Source: an optimization exercise on an open RTL-to-GDS flow (aim: small area). Production flows keep margins and buffers that such runs may drop. In this exercise RTL edits were held to simulation tests only and were not proved equivalent to the original. The flow treats the clock pin as an ideal source, which a real chip does not have. Power is estimated from default activity; no workload was simulated.

## design.v

```verilog
`default_nettype none
`timescale 1ns/1ns
module wb_drv_config #(
        parameter [31:0]    BASE_ADDRESS        = 32'h0300_0000,
        parameter [31:0]    DELAY_SYNC_ADDRESS  = BASE_ADDRESS,
        parameter [31:0]    DELAY_P_ADDRESS     = BASE_ADDRESS+1,
        parameter [31:0]    DELAY_N_ADDRESS     = BASE_ADDRESS+2,
        parameter [31:0]    DRV_CURRENT         = BASE_ADDRESS+3
    ) (
        input wire      clk,
        input wire      reset,
        input wire          i_wb_cyc,        
        input wire          i_wb_stb,        
        input wire          i_wb_we,         
        input wire [31:0]   i_wb_addr,       
        input wire [31:0]   i_wb_data,       
        output reg          o_wb_ack,        
        output wire         o_wb_stall,      
        output wire [31:0]  o_wb_data,       
        output reg [15:0]   o_del_sync,      
        output reg [15:0]   o_del_sync_inv,  
        output reg [15:0]   o_del_p,         
        output reg [15:0]   o_del_p_inv,     
        output reg [15:0]   o_del_n,         
        output reg [15:0]   o_del_n_inv,     
        output reg [31:0]   o_current       
    );
    assign o_wb_stall = 0;
    localparam CONSEC = (DELAY_SYNC_ADDRESS[1:0] == 2'd0) &&
                        (DELAY_P_ADDRESS == DELAY_SYNC_ADDRESS + 1) &&
                        (DELAY_N_ADDRESS == DELAY_SYNC_ADDRESS + 2) &&
                        (DRV_CURRENT     == DELAY_SYNC_ADDRESS + 3);
    wire [3:0] w, h, l;
    wire       ack_d;        
    wire [3:0] rd_hot;       
    wire [15:0] d_inv;       
    wire        d_c0;        
    genvar i;
    generate if (CONSEC) begin : g_fast
        localparam [31:0] B = DELAY_SYNC_ADDRESS;
        wire [7:0] ne;
        for (i = 0; i < 7; i = i + 1) begin : g_ne
            wb_drv_config_ne4 #(.K(B[2+4*i +: 4])) u_ne (.x(i_wb_addr[2+4*i +: 4]), .y(ne[i]));
        end
        wb_drv_config_ne2 #(.K(B[31:30])) u_ne_hi (.x(i_wb_addr[31:30]), .y(ne[7]));
        wire y0, y1, hit;
        wb_drv_config_or4  u_y0  (.a(ne[0]), .b(ne[1]), .c(ne[2]), .d(ne[3]), .y(y0));
        wb_drv_config_or4  u_y1  (.a(ne[4]), .b(ne[5]), .c(ne[6]), .d(ne[7]), .y(y1));
        wb_drv_config_nor2 u_hit (.a(y0), .b(y1), .y(hit));
        wire rstn, wr_ok, wa;
        wb_drv_config_inv   u_rstn  (.a(reset), .y(rstn));
        wb_drv_config_and3b u_ack   (.a_n(reset), .b(hit), .c(i_wb_stb), .y(ack_d));
        wb_drv_config_and4b u_wr    (.a_n(reset), .b(i_wb_stb), .c(i_wb_cyc), .d(i_wb_we), .y(wr_ok));
        wb_drv_config_and2  u_wa    (.a(hit), .b(wr_ok), .y(wa));
        wire a1 = i_wb_addr[1];
        wire a0 = i_wb_addr[0];
        wire a1n, a0n;
        wire [3:0] wn;
        wb_drv_config_inv   u_a1n (.a(a1), .y(a1n));
        wb_drv_config_inv   u_a0n (.a(a0), .y(a0n));
        wb_drv_config_nand3 u_w0 (.a(a1n), .b(a0n), .c(wa), .y(wn[0]));
        wb_drv_config_nand3 u_w1 (.a(a1n), .b(a0),  .c(wa), .y(wn[1]));
        wb_drv_config_nand3 u_w2 (.a(a1),  .b(a0n), .c(wa), .y(wn[2]));
        wb_drv_config_nand3 u_w3 (.a(a1),  .b(a0),  .c(wa), .y(wn[3]));
        for (i = 0; i < 4; i = i + 1) begin : g_hl
            wb_drv_config_inv   u_w (.a(wn[i]), .y(w[i]));
            wb_drv_config_nand2 u_l (.a(wn[i]), .b(rstn), .y(l[i]));
            wb_drv_config_inv   u_h (.a(l[i]), .y(h[i]));
        end
        for (i = 0; i < 16; i = i + 1) begin : g_dinv
            wb_drv_config_nand2 u_d (.a(i_wb_data[16+i]), .b(rstn), .y(d_inv[i]));
        end
        wb_drv_config_or2 u_d_c0 (.a(i_wb_data[0]), .b(reset), .y(d_c0));
        reg [1:0] rd_sel;
        always @(posedge clk)
            rd_sel <= i_wb_addr[1:0];
        wire r1n, r0n;
        wire [3:0] sn;
        wb_drv_config_inv   u_r1n (.a(rd_sel[1]), .y(r1n));
        wb_drv_config_inv   u_r0n (.a(rd_sel[0]), .y(r0n));
        wb_drv_config_nand2 u_s0 (.a(r1n), .b(r0n), .y(sn[0]));
        wb_drv_config_nand2 u_s1 (.a(r1n), .b(rd_sel[0]), .y(sn[1]));
        wb_drv_config_nand2 u_s2 (.a(rd_sel[1]), .b(r0n), .y(sn[2]));
        wb_drv_config_nand2 u_s3 (.a(rd_sel[1]), .b(rd_sel[0]), .y(sn[3]));
        for (i = 0; i < 4; i = i + 1) begin : g_s
            wb_drv_config_inv u_s (.a(sn[i]), .y(rd_hot[i]));
        end
    end else begin : g_any
        wire [3:0] hit_k = {i_wb_addr == DRV_CURRENT, i_wb_addr == DELAY_N_ADDRESS,
                            i_wb_addr == DELAY_P_ADDRESS, i_wb_addr == DELAY_SYNC_ADDRESS};
        wire wr = i_wb_stb & i_wb_cyc & i_wb_we;
        assign w = hit_k & {4{wr & ~reset}};
        assign h = ~((hit_k & {4{wr}}) | {4{reset}});
        assign l = ~h;
        assign ack_d = i_wb_stb & (|hit_k) & ~reset;
        assign d_inv = ~i_wb_data[31:16] | {16{reset}};
        assign d_c0 = i_wb_data[0] | reset;
        reg [3:0] rd_q;
        always @(posedge clk)
            rd_q <= hit_k[3] ? 4'b1000 : hit_k[2] ? 4'b0100 : hit_k[1] ? 4'b0010 : 4'b0001;
        assign rd_hot = rd_q;
    end endgenerate
    wire [15:0] nx_sync, nx_sync_inv, nx_p, nx_p_inv, nx_n, nx_n_inv;
    wire [31:0] nx_cur;
    wire [31:0] d_cur = {i_wb_data[31:1], d_c0};
    wire [31:0] w_cur = {{31{w[3]}}, l[3]};
    generate for (i = 0; i < 16; i = i + 1) begin : g_del
        wb_drv_config_ao22 u_sync     (.a1(o_del_sync[i]),     .a2(h[0]), .b1(i_wb_data[i]), .b2(w[0]), .x(nx_sync[i]));
        wb_drv_config_ao22 u_sync_inv (.a1(o_del_sync_inv[i]), .a2(h[0]), .b1(d_inv[i]),     .b2(l[0]), .x(nx_sync_inv[i]));
        wb_drv_config_ao22 u_p        (.a1(o_del_p[i]),        .a2(h[1]), .b1(i_wb_data[i]), .b2(w[1]), .x(nx_p[i]));
        wb_drv_config_ao22 u_p_inv    (.a1(o_del_p_inv[i]),    .a2(h[1]), .b1(d_inv[i]),     .b2(l[1]), .x(nx_p_inv[i]));
        wb_drv_config_ao22 u_n        (.a1(o_del_n[i]),        .a2(h[2]), .b1(i_wb_data[i]), .b2(w[2]), .x(nx_n[i]));
        wb_drv_config_ao22 u_n_inv    (.a1(o_del_n_inv[i]),    .a2(h[2]), .b1(d_inv[i]),     .b2(l[2]), .x(nx_n_inv[i]));
    end
    for (i = 0; i < 32; i = i + 1) begin : g_cur
        wb_drv_config_ao22 u_cur      (.a1(o_current[i]),      .a2(h[3]), .b1(d_cur[i]),     .b2(w_cur[i]), .x(nx_cur[i]));
    end endgenerate
    always @(posedge clk) begin
        o_del_sync     <= nx_sync;
        o_del_sync_inv <= nx_sync_inv;
        o_del_p        <= nx_p;
        o_del_p_inv    <= nx_p_inv;
        o_del_n        <= nx_n;
        o_del_n_inv    <= nx_n_inv;
        o_current      <= nx_cur;
    end
    wire [31:0] rd_sync = {o_del_sync, o_del_sync_inv};
    wire [31:0] rd_p    = {o_del_p, o_del_p_inv};
    wire [31:0] rd_n    = {o_del_n, o_del_n_inv};
    generate for (i = 0; i < 32; i = i + 1) begin : g_rd
        wire n012, n3;
        wb_drv_config_aoi222 u_aoi (.s(rd_hot[2:0]), .d({rd_n[i], rd_p[i], rd_sync[i]}), .y(n012));
        wb_drv_config_nand2  u_n3  (.a(rd_hot[3]), .b(o_current[i]), .y(n3));
        wb_drv_config_nand2  u_x   (.a(n012), .b(n3), .y(o_wb_data[i]));
    end endgenerate
    always @(posedge clk)
        o_wb_ack <= ack_d;
endmodule
module wb_drv_config_ao22 (input wire a1, input wire a2, input wire b1, input wire b2, output wire x);
    assign x = (a1 & a2) | (b1 & b2);
endmodule
module wb_drv_config_aoi222 (input wire [2:0] s, input wire [2:0] d, output wire y);
    assign y = ~|(s & d);
endmodule
module wb_drv_config_ne4 #(parameter [3:0] K = 4'd0) (input wire [3:0] x, output wire y);
    assign y = (x != K);
endmodule
module wb_drv_config_ne2 #(parameter [1:0] K = 2'd0) (input wire [1:0] x, output wire y);
    assign y = (x != K);
endmodule
module wb_drv_config_inv (input wire a, output wire y);
    assign y = ~a;
endmodule
module wb_drv_config_nand2 (input wire a, input wire b, output wire y);
    assign y = ~(a & b);
endmodule
module wb_drv_config_nor2 (input wire a, input wire b, output wire y);
    assign y = ~(a | b);
endmodule
module wb_drv_config_and2 (input wire a, input wire b, output wire y);
    assign y = a & b;
endmodule
module wb_drv_config_or2 (input wire a, input wire b, output wire y);
    assign y = a | b;
endmodule
module wb_drv_config_nand3 (input wire a, input wire b, input wire c, output wire y);
    assign y = ~(a & b & c);
endmodule
module wb_drv_config_and3b (input wire a_n, input wire b, input wire c, output wire y);
    assign y = ~a_n & b & c;
endmodule
module wb_drv_config_or4 (input wire a, input wire b, input wire c, input wire d, output wire y);
    assign y = a | b | c | d;
endmodule
module wb_drv_config_and4b (input wire a_n, input wire b, input wire c, input wire d, output wire y);
    assign y = ~a_n & b & c & d;
endmodule
```

## flow/run.sh

```bash
#!/bin/bash
# The standard layout, with changes that only pick other cells:
# - inverters with a fanout of 8 or more become inv_2 before placement
#   (same area as inv_1, more drive; flow/prep.tcl);
# - the port buffers that buffer_ports inserts are the smallest buffer cell
#   instead of the default clkdlybuf4s50_1;
# - clock tree synthesis builds the tree from clkbuf_4 and adds no dummy
#   loads; afterwards any clock buffer whose flip-flops see a clock slew over
#   100 ps (placement estimate) is upsized (flow/clkfix.tcl).
set -euo pipefail
export RES_DIR="$PWD/orfs/results/$FLOW_PLATFORM/wb_drv_config/base"
export BUFFER_PORTS_ARGS="-buffer_cell sky130_fd_sc_hd__buf_1"
export CTS_ARGS="-sink_clustering_enable -repair_clock_nets -buf_list {sky130_fd_sc_hd__clkbuf_4} -dont_use_dummy_load"
bash standard.sh floorplan > standard_floorplan.log 2>&1
openroad -no_init -exit flow/prep.tcl > prep.log 2>&1
bash standard.sh cts > standard_cts.log 2>&1
export CLK_SLEW_TARGET=0.100
openroad -no_init -exit flow/clkfix.tcl > clkfix.log 2>&1
bash standard.sh > standard_finish.log 2>&1
```

## flow/clkfix.tcl

```tcl
# After clock tree synthesis: upsize the clock buffers that drive flip-flop
# clock pins with a slew over a target, then legalize the placement again.
set res $::env(RES_DIR)
read_liberty $::env(FLOW_HOME)/platforms/$::env(FLOW_PLATFORM)/lib/sky130_fd_sc_hd__tt_025C_1v80.lib
read_db $res/4_cts.odb
read_sdc $res/4_cts.sdc
source $::env(FLOW_HOME)/platforms/$::env(FLOW_PLATFORM)/setRC.tcl

set next_size [dict create \
  sky130_fd_sc_hd__clkbuf_1 sky130_fd_sc_hd__clkbuf_2 \
  sky130_fd_sc_hd__clkbuf_2 sky130_fd_sc_hd__clkbuf_4 \
  sky130_fd_sc_hd__clkbuf_4 sky130_fd_sc_hd__clkbuf_8 \
  sky130_fd_sc_hd__clkbuf_8 sky130_fd_sc_hd__clkbuf_16]

set target $::env(CLK_SLEW_TARGET)
for {set it 0} {$it < 4} {incr it} {
  estimate_parasitics -placement
  set bad {}
  foreach p [get_pins -hierarchical */CLK] {
    if {[get_property $p slew_max] > $target} {
      set net [get_nets -of_objects $p]
      foreach d [get_pins -of_objects $net -filter "direction==output"] {
        set name [get_full_name [get_cells -of_objects $d]]
        if {[lsearch $bad $name] < 0} { lappend bad $name }
      }
    }
  }
  puts "pass $it: [llength $bad] clock drivers over $target ns"
  if {[llength $bad] == 0} break
  foreach name $bad {
    set c [get_cells $name]
    set m [get_property $c ref_name]
    if {[dict exists $next_size $m]} {
      puts "upsize $name $m -> [dict get $next_size $m]"
      replace_cell $c [dict get $next_size $m]
    }
  }
}

detailed_placement
check_placement -verbose
estimate_parasitics -placement
set mx 0
foreach p [get_pins -hierarchical */CLK] {
  set s [get_property $p slew_max]
  if {$s > $mx} { set mx $s }
}
puts "largest flip-flop clock-pin slew after the fix: $mx ns"
write_db $res/4_cts.odb
```

## flow/prep.tcl

```tcl
# Before placement: inverters that drive many loads use the inv_2 variant,
# which has the same area as inv_1 and twice its drive.
set res $::env(RES_DIR)
read_liberty $::env(FLOW_HOME)/platforms/$::env(FLOW_PLATFORM)/lib/sky130_fd_sc_hd__tt_025C_1v80.lib
read_db $res/2_floorplan.odb
set n 0
foreach inst [get_cells *] {
  if {[get_property $inst ref_name] ne "sky130_fd_sc_hd__inv_1"} continue
  set out [get_pins -of_objects $inst -filter "direction==output"]
  set fo [llength [get_pins -of_objects [get_nets -of_objects $out] -filter "direction==input"]]
  if {$fo >= 8} {
    replace_cell $inst sky130_fd_sc_hd__inv_2
    puts "inv_2 for [get_full_name $inst] (fanout $fo)"
    incr n
  }
}
puts "$n inverters changed to inv_2"
write_db $res/2_floorplan.odb
```

## standard.sh

```bash
#!/bin/bash
# synth_recipe.tcl (not shown) runs the flow's synth.tcl, then flattens the netlist and writes it again
# the make line also repeats each setting of config.mk as NAME=value (left out here)
make -C /OpenROAD-flow-scripts/flow DESIGN_CONFIG=/design/flow/config.mk WORK_HOME=/design/flow/orfs CLKGATE_MAP_FILE= SYNTH_SCRIPT=/design/flow/synth_recipe.tcl "${@:-finish}"
```

## config.mk

```make
export PLATFORM = sky130hd
export DESIGN_NAME = wb_drv_config
export DESIGN_NICKNAME = wb_drv_config
export VERILOG_FILES = /design/flow/design.v
export SDC_FILE = /design/flow/constraint.sdc
export NUM_CORES = 4
export LEC_CHECK = 0
export CAP_MARGIN = 20
export CORE_MARGIN = 2
export CORE_UTILIZATION = 60
export GPL_ROUTABILITY_DRIVEN = 0
export GPL_TIMING_DRIVEN = 0
export SLEW_MARGIN = 20
export SYNTH_HIERARCHICAL = 1
```

## constraint.sdc

```tcl
create_clock -name core_clock -period 10.0 [get_ports {clk}]
set_input_delay 2.0000 -clock core_clock [delete_from_list [all_inputs] [get_ports {clk}]]
set_output_delay 2.0000 -clock core_clock [all_outputs]
set_load 0.01 [all_outputs]
```

==> results of run 1 <==
Yosys cell counts:
master	count
nand2_1	88
inv_1	17
or4_1	8
buf_4	1
and2_1	1
dfxtp_1	131
and4b_1	1
nand4bb_1	1
a22o_1	128
or2_1	2
nor2_1	1
nand3_1	4
and3b_1	1
conb_1	1
a222oi_1	32
worst min-delay path by stage:
stage | to | slack, ns | cells after the start
2_1_floorplan | o_del_sync[0] | 0.54 | 1
3_3_place_gp | o_del_sync[6] | 0.49 | 1
3_5_place_dp | o_del_sync[12] | 0.50 | 1
4_1_cts | o_del_sync[12] | 0.52 | 1
5_1_grt | o_current[14] | 0.53 | 1
6_report | o_del_p[8] | 0.51 | 1
modules after synthesis, one instance, submodules excluded, a selection:
module	flip-flops and latches	times used	cell area [µm²]
wb_drv_config_or2	0	1	6.26
wb_drv_config_or4	0	2	7.51
wb_drv_config_inv	0	17	3.75
wb_drv_config_nand2	0	88	3.75
wb_drv_config_nor2	0	1	3.75
wb_drv_config_aoi222	0	32	10.0
wb_drv_config_and2	0	1	6.26
wb_drv_config_ao22	0	128	8.76
wb_drv_config	131	1	2630
wb_drv_config_and3b	0	1	8.76
wb_drv_config_and4b	0	1	10.0
sequential cells by signal (all words and copies together) (netlist names):
name	flops
o_current	32
o_del_n	16
o_del_n_inv	16
o_del_p	16
o_del_p_inv	16
o_del_sync	16
o_del_sync_inv	16
g_fast.rd_sel	2
o_wb_ack	1
critical path, stage by stage:
cell,delay [ns]
buf_1,0.07
or4_1,0.52
or4_1,0.50
nor2_1,0.13
and2_1,0.24
nand3_1,0.14
nand2_1,0.61
inv_2,0.50
a22o_1,0.32
cell type report:
class,count,area share [%]
flip-flops and latches,131,45.8
multi-input cells,268,33.3
repair buffers,229,15.0
clock buffers,17,2.55
well taps,99,2.16
inverters,17,1.11
plain buffers,1,0.131
power breakdown:
group	switching [µW]	internal [µW]
clock	152	90.2
sequential	18.2	541
combinational	70.0	38.5
stage by stage:
stage | power [µW] | instance area (µm²) | cells | hold slack [ns] | util (%)
after floorplan | 623 | 4600 | 417 | 0.544 | -
after global placement | 673 | 5590 | 745 | 0.488 | 76.2
after detailed placement | 677 | 5590 | 745 | 0.496 | 76.2
after CTS | 895 | 5710 | 762 | 0.515 | 77.9
after global routing | 947 | 5730 | 762 | 0.530 | 78.2
final | 910 | 5730 | 762 | 0.513 | 78.2
cell families after synthesis:
group	after synthesis	synth area share [%]
buffers and inverters	18	1.55
and+or+nand+nor	107	10.1
other	1	0.0815
AOI/OAI and AO/OA	160	31.3
DFF	131	57.0
routing by layer:
metal / global-route usage [%] / wire (µm) / part of all wire, %
met5: 0 / 0 / 0
met4: 15.7 / 483 / 3.1
met3: 8.88 / 1670 / 11
met2: 61.0 / 7640 / 49
met1: 42.9 / 5710 / 37
==> flow_summary.json, run 1 <==
{
  "run_status": "complete, no violations",
  "die_x_um": 91.6,
  "overflow": 0,
  "vias_per_cell": 6.41,
  "cp.arrival_ns": 5.05,
  "row_count": 31,
  "avgRoutedWirePerCell_um": 20.3,
  "setup_tns_ns": 0,
  "seq_area_mm2": 0.00262,
  "insertedDiodeCount": 0,
  "worstMarginPinSlew_ns": 0.777,
  "grt_setup_unrepaired": "no",
  "cts_buffers": 17,
  "cts.sink_count": 131,
  "post_cts_buffers": 0,
  "area_growth_pct": 24.6,
  "cts-resized-gates": 0,
  "irDropWorstVdd_mv": 0.0819,
  "finalSetupViolCount": 0,
  "synthesis.nets": 486,
  "io_pins": 231,
  "initialDrtViolationCount": 582,
  "clockBufferDepth": 2,
  "die_area_mm2": 0.00839,
  "startpoint": "i_wb_addr[3]",
  "timing.rr.end": "o_del_p_inv[12]",
  "start_kind": "input port",
  "hold_viol_final": 0,
  "vias": 4884,
  "worstSkewPairLatency_ns": 0.50,
  "postCtsHoldBufs": 0,
  "dp_slack_ns": 4.91,
  "grt_pass1_vias": 4598,
  "ys_seq_area_share_pct": 57.0,
  "synth_cells": 417,
  "timing.final.crit_share_pct": 46.8,
  "die_y_um": 91.6,
  "drv_cap": 0,
  "powerDensity_mw_per_mm2": 159,
  "final_common_cell": "buf_1",
  "worstHoldStart": "o_del_p[8]",
  "multi_input_area_mm2": 0.00191,
  "ant_nets": 0,
  "hp-class": "flop to flop",
  "rrSetupSlack_ns": 9.29,
  "drive_gt1_share_pct": 4.68,
  "yosys_warnings": 7,
  "synthTopCellsByArea": "dfxtp_1 (57%), a22o_1 (24%), nand2_1 (7.2%)",
  "drc": 0,
  "initial_core_util_pct": 62.8,
  "cp_max_fo": 32,
  "nets": 734,
  "finalMaxSlewViolations": 0,
  "p_leak_uw": 0.00236,
  "final_cell_mix": "buf_1 (229), dfxtp_1 (131), a22o_1 (128), nand2_1 (88), a222oi_1 (32)",
  "relSlewSlack_pct": 48.1,
  "synth_top_area_share_pct": 57.0,
  "cts_root_buffer": "clkbuf_4",
  "crit_path_end_kind": "flop",
  "ff2ff_path_depth": 1,
  "ys_types": 15,
  "antenna_found_initial": 0,
  "grt_max_degree": 33,
  "syn_avg_cell_area_um2": 11.0,
  "timing.final.crit_period_ns": 4.68,
  "synth_seq_cells": 131,
  "drt-pass1-iter-count": 9,
  "grt_pass1_wl_um": 23500,
  "fmax_mhz": 214,
  "worstSetupEndpoint": "o_del_n[14]",
  "fin_ws_ns": 5.32,
  "synth_area_leader_cell": "dfxtp_1",
  "r2r_start": "o_del_p_inv[12]",
  "synth_area_mm2": 0.00460,
  "fin_worst_skew_ns": 0,
  "routed_wl_um": 15500,
  "setup.worst_path.class": "input port to flop",
  "htreeDepth": 4,
  "hpwl_um": 9830,
  "fill_cells": 549,
  "io_buffers": 229,
  "cp_data_required_time_ns": 10.37,
  "core_mm2": 0.00733,
  "cts_tree": "done",
  "clkSlewWorstSetupHoldPaths_ns": 0.07,
  "track_usage_pct": 35.9
}
==> run 2: changes to the inputs <==
--- a/design.v
+++ b/design.v
@@ -32,5 +32,6 @@
                         (DRV_CURRENT     == DELAY_SYNC_ADDRESS + 3);
-    wire [3:0] w, h, l;
+    wire [3:0] w, h, hh, l;     
     wire       ack_d;        
     wire [3:0] rd_hot;       
+    wire [3:0] rd_hot_hi;    
     wire [15:0] d_inv;       
@@ -68,2 +69,3 @@
             wb_drv_config_inv   u_h (.a(l[i]), .y(h[i]));
+            wb_drv_config_inv   u_hh (.a(l[i]), .y(hh[i]));
         end
@@ -85,3 +87,4 @@
         for (i = 0; i < 4; i = i + 1) begin : g_s
-            wb_drv_config_inv u_s (.a(sn[i]), .y(rd_hot[i]));
+            wb_drv_config_inv u_s  (.a(sn[i]), .y(rd_hot[i]));
+            wb_drv_config_inv u_sh (.a(sn[i]), .y(rd_hot_hi[i]));
         end
@@ -94,2 +97,3 @@
         assign l = ~h;
+        assign hh = h;
         assign ack_d = i_wb_stb & (|hit_k) & ~reset;
@@ -101,2 +105,3 @@
         assign rd_hot = rd_q;
+        assign rd_hot_hi = rd_q;
     end endgenerate
@@ -108,10 +113,10 @@
         wb_drv_config_ao22 u_sync     (.a1(o_del_sync[i]),     .a2(h[0]), .b1(i_wb_data[i]), .b2(w[0]), .x(nx_sync[i]));
-        wb_drv_config_ao22 u_sync_inv (.a1(o_del_sync_inv[i]), .a2(h[0]), .b1(d_inv[i]),     .b2(l[0]), .x(nx_sync_inv[i]));
+        wb_drv_config_ao22 u_sync_inv (.a1(o_del_sync_inv[i]), .a2(hh[0]), .b1(d_inv[i]),     .b2(l[0]), .x(nx_sync_inv[i]));
         wb_drv_config_ao22 u_p        (.a1(o_del_p[i]),        .a2(h[1]), .b1(i_wb_data[i]), .b2(w[1]), .x(nx_p[i]));
-        wb_drv_config_ao22 u_p_inv    (.a1(o_del_p_inv[i]),    .a2(h[1]), .b1(d_inv[i]),     .b2(l[1]), .x(nx_p_inv[i]));
+        wb_drv_config_ao22 u_p_inv    (.a1(o_del_p_inv[i]),    .a2(hh[1]), .b1(d_inv[i]),     .b2(l[1]), .x(nx_p_inv[i]));
         wb_drv_config_ao22 u_n        (.a1(o_del_n[i]),        .a2(h[2]), .b1(i_wb_data[i]), .b2(w[2]), .x(nx_n[i]));
-        wb_drv_config_ao22 u_n_inv    (.a1(o_del_n_inv[i]),    .a2(h[2]), .b1(d_inv[i]),     .b2(l[2]), .x(nx_n_inv[i]));
+        wb_drv_config_ao22 u_n_inv    (.a1(o_del_n_inv[i]),    .a2(hh[2]), .b1(d_inv[i]),     .b2(l[2]), .x(nx_n_inv[i]));
     end
     for (i = 0; i < 32; i = i + 1) begin : g_cur
-        wb_drv_config_ao22 u_cur      (.a1(o_current[i]),      .a2(h[3]), .b1(d_cur[i]),     .b2(w_cur[i]), .x(nx_cur[i]));
+        wb_drv_config_ao22 u_cur      (.a1(o_current[i]),      .a2(i < 16 ? h[3] : hh[3]), .b1(d_cur[i]),     .b2(w_cur[i]), .x(nx_cur[i]));
     end endgenerate
@@ -131,4 +136,5 @@
         wire n012, n3;
-        wb_drv_config_aoi222 u_aoi (.s(rd_hot[2:0]), .d({rd_n[i], rd_p[i], rd_sync[i]}), .y(n012));
-        wb_drv_config_nand2  u_n3  (.a(rd_hot[3]), .b(o_current[i]), .y(n3));
+        wire [3:0] sel = (i < 16) ? rd_hot : rd_hot_hi;
+        wb_drv_config_aoi222 u_aoi (.s(sel[2:0]), .d({rd_n[i], rd_p[i], rd_sync[i]}), .y(n012));
+        wb_drv_config_nand2  u_n3  (.a(sel[3]), .b(o_current[i]), .y(n3));
         wb_drv_config_nand2  u_x   (.a(n012), .b(n3), .y(o_wb_data[i]));
==> flow/run.sh (replaced) <==
#!/bin/bash
# The standard layout, with changes that only pick smaller cells:
# - the port buffers that buffer_ports inserts are the smallest buffer cell
#   instead of the default clkdlybuf4s50_1;
# - clock tree synthesis builds the tree from clkbuf_4 and adds no dummy
#   loads; afterwards any clock buffer whose flip-flops see a clock slew over
#   100 ps (placement estimate) is upsized (flow/clkfix.tcl).
set -euo pipefail
export BUFFER_PORTS_ARGS="-buffer_cell sky130_fd_sc_hd__buf_1"
export CTS_ARGS="-sink_clustering_enable -repair_clock_nets -buf_list {sky130_fd_sc_hd__clkbuf_4} -dont_use_dummy_load"
bash standard.sh cts > standard_cts.log 2>&1
export RES_DIR="$PWD/orfs/results/$FLOW_PLATFORM/wb_drv_config/base"
export CLK_SLEW_TARGET=0.100
openroad -no_init -exit flow/clkfix.tcl > clkfix.log 2>&1
bash standard.sh > standard_finish.log 2>&1
--- a/config.mk
+++ b/config.mk
@@ -10,4 +10,2 @@
 export CORE_UTILIZATION = 60
-export GPL_ROUTABILITY_DRIVEN = 0
-export GPL_TIMING_DRIVEN = 0
 export SLEW_MARGIN = 20
removed: flow/prep.tcl
==> flow_summary.json, run 2 <==
{
  "hpwl_um": 10800,
  "core_mm2": 0.00761,
  "grt_pass1_vias": 4390,
  "synth_seq_cells": 131,
  "postCtsHoldBufs": 0,
  "clockBufferDepth": 2,
  "place_area_mm2": 0.00561,
  "timing.final.crit_share_pct": 46.5,
  "synth-edff-count": 0,
  "fill_cells": 599,
  "setup.worst_path.class": "input port to flop",
  "ff2ff_path_depth": 1,
  "drive_gt1_share_pct": 2.54,
  "synthTopCellsByArea": "dfxtp_1 (57%), a22o_1 (24%), nand2_1 (7.1%)",
  "p_int_uw": 674,
  "io_pins": 231,
  "ys_seq_area_share_pct": 56.6,
  "cts_root_buffer": "clkbuf_4",
  "final_cell_mix": "buf_1 (229), dfxtp_1 (131), a22o_1 (128), nand2_1 (88), a222oi_1 (32)",
  "cp.depth": 9,
  "cp_data_required_time_ns": 10.37,
  "powerDensity_mw_per_mm2": 158,
  "insertedDiodeCount": 0,
  "ant_nets": 0,
  "p_leak_uw": 0.00243,
  "timing.final.crit_period_ns": 4.65,
  "post_cts_buffers": 0,
  "nets": 741,
  "cp_max_fo": 18,
  "hp-class": "flop to flop",
  "synth_flop_cell": "dfxtp_1",
  "synth_most_common_cell": "dfxtp_1",
  "antenna_found_initial": 0,
  "synth_area_leader_cell": "dfxtp_1",
  "htreeDepth": 4,
  "synth_common_cells": "dfxtp_1 (131), a22o_1 (128), nand2_1 (88)",
  "initial_core_util_pct": 60.9,
  "r2r_start": "o_current[7]",
  "die_x_um": 91.9,
  "run_status": "complete, no violations",
  "die_area_mm2": 0.00844,
  "final_common_cell": "buf_1",
  "vias": 4832,
  "overflow": 0,
  "cts_buffers": 17,
  "vias_per_cell": 6.26,
  "design_area_mm2": 0.00576,
  "synth_cells": 425,
  "finalSetupViolCount": 0,
  "synthesis.nets": 494,
  "drv_cap": 0,
  "synth_area_mm2": 0.00463,
  "die_y_um": 91.9,
  "fin_worst_skew_ns": 0,
  "cpLargestDelayFamily": "simple AND/OR/NAND/NOR gates",
  "hold_viol_final": 0,
  "synthArstFlopShare_pct": 0,
  "largest_reg_flops": 32,
  "startpoint": "i_wb_addr[19]",
  "grt_setup_unrepaired": "no",
  "timing.rr.end": "o_current[7]",
  "worstMarginPinSlew_ns": 1.06,
  "crit_slowest_cell": "nand2_1",
  "clkSlewWorstSetupHoldPaths_ns": 0.07,
  "cts_tree": "done",
  "initialDrtViolationCount": 447,
  "relSlewSlack_pct": 29.4,
  "grt_pass1_wl_um": 23400,
  "yosys_warnings": 7,
  "crit_path_end_kind": "flop",
  "top_register": "o_current",
  "combPwrFrac_pct": 11.6,
  "track_usage_pct": 35.8,
  "rrSetupSlack_ns": 9.27,
  "io_buffers": 229,
  "power.share.clock_pct": 27.2,
  "power.switching_uw": 239,
  "cp.arrival_ns": 5.02,
  "synth_top_area_share_pct": 56.6,
  "irDropWorstVdd_mv": 0.0997,
  "cts-resized-gates": 0,
  "power_switching_share_pct": 26.1,
  "setup_tns_ns": 0,
  "routed_wl_um": 15400,
  "crit_path_cell_trace": "buf_1 > or4_1 > or4_1 > nor2_1 > and2_1 > nand3_1 > nand2_1 > inv_1 > a22o_1",
  "start_kind": "input port",
  "syn_avg_cell_area_um2": 10.9,
  "area_growth_pct": 24.4,
  "cp_common_cell": "or4_1",
  "routabilityCongestion": 0.822,
  "ys_types": 15,
  "avgRoutedWirePerCell_um": 19.9,
  "drc": 0,
  "path_buf_inv": 2,
  "fin_util_pct": 75.8,
  "pwr-share-seq_pct": 61.2,
  "grt_max_degree": 32,
  "fmax_mhz": 215,
  "drt-pass1-iter-count": 8,
  "finalMaxSlewViolations": 0,
  "max_stage_delay_ns": 0.59,
  "row_count": 32,
  "worstSetupEndpoint": "o_del_p_inv[6]",
  "cts.sink_count": 131,
  "worstSkewPairLatency_ns": 0.49
}
[run 2: cell count changes after synthesis]
| cell | delta |
|---|---|
| inv_1 | +8 |
[run 2: kinds of logic (layout without fill, tap and decap cells)]
group                  Yosys count  in the layout  share of synthesized area (%)
flip-flops                     131            131                           56.6
other                            1              1                         0.0810
AND/OR/NAND/NOR                107            107                           9.99
AO/OA/AOI/OAI                  160            160                           31.1
buffers and inverters           26            271                           2.19
[run 2: worst min path at each step]
stage	end	depth (start not counted)	startpoint	slack (ns)
2_1_floorplan	o_del_sync[0]	1	o_del_sync[0]	0.54
3_3_place_gp	o_del_sync_inv[13]	1	o_del_sync_inv[13]	0.49
3_5_place_dp	o_del_sync_inv[13]	1	o_del_sync_inv[13]	0.49
4_1_cts	o_del_sync_inv[13]	1	o_del_sync_inv[13]	0.51
5_1_grt	o_del_sync_inv[11]	1	o_del_sync_inv[11]	0.53
6_report	o_del_sync_inv[10]	1	o_del_sync_inv[10]	0.51
[run 2: Yosys stat by module (local to each module, per instance), excerpt]
module	cells inside	copies in the design	flip-flops and latches
wb_drv_config	133	1	131
wb_drv_config_and2	1	1	0
wb_drv_config_and3b	1	1	0
wb_drv_config_and4b	1	1	0
wb_drv_config_ao22	1	128	0
wb_drv_config_aoi222	1	32	0
wb_drv_config_inv	1	25	0
wb_drv_config_nand2	1	88	0
wb_drv_config_nand3	1	4	0
wb_drv_config_nor2	1	1	0
wb_drv_config_or2	1	1	0
wb_drv_config_or4	1	2	0
[run 2: power groups by stage]
| stage | Sequential (µW) | Clock [µW] | Combinational, µW |
|---|---|---|---|
| 5_1_grt | 560 | 272 | 115 |
| 2_1_floorplan | 575 | 0 | 48.2 |
| 3_3_place_gp | 568 | 0 | 102 |
| 3_5_place_dp | 569 | 0 | 104 |
| 4_1_cts | 557 | 233 | 104 |
| 6_report | 558 | 249 | 106 |
[run 2: through the flow]
stage	power [µW]	setup slack, ns	hold WS (ns)	std cells
global route	947	5.26	0.531	772
finish	912	5.35	0.514	772
CTS	894	5.41	0.511	772
floorplan	623	5.65	0.544	425
detailed placement	673	4.91	0.495	755
global placement	670	4.90	0.487	755
[run 2: layout make-up]
class / count / area (µm²) / share of cell area (%)
repair buffers: 229 / 860 / 14.9
multi-input cells: 268 / 1910 / 33.1
inverters: 25 / 93.8 / 1.63
flip-flops and latches: 131 / 2620 / 45.5
clock buffers: 17 / 153 / 2.65
well taps: 102 / 128 / 2.21
[run 2: per-layer routing]
| metal | vias up | GRT usage, % | wire length [µm] |
|---|---|---|---|
| met5 | - | 0 | 0 |
| li1 | 2171 | - | - |
| met4 | 0 | 11.1 | 188 |
| met3 | 20 | 7.89 | 1690 |
| met2 | 346 | 57.0 | 7340 |
| met1 | 2295 | 49.1 | 6130 |

==> afterwards: timing with drivers on the ports <==
The flow's constraints put no driver on any port. The routed layouts listed below were extracted and timed again, unchanged, in two steps.
Step 1 assumes that a clkbuf_16 drives the clock port and a buf_2 every other input.
Step 2 adds t to the input delays and takes it off the output delays; t is the mean of the earliest and latest rising clock arrival at the registers after step 1. Input paths then give back, and output paths get back, about the clock's delay inside the block.
Slacks: ideal ports / drivers / drivers and shift; pairs: ideal ports / drivers.
run	t (ns)	setup WS [ns]	worst data-port slew with drivers (ns)	cell pins on the clock port's net
run 1	0.518	5.323 / 5.333 / 4.815	0.06	1
run 2	0.523	5.352 / 5.363 / 4.840	0.05	1
After both steps setup and hold are still met in every run listed. The setup slack of run 2, which loses most, moves by +0.011 ns with the drivers and by -0.512 ns with both steps.
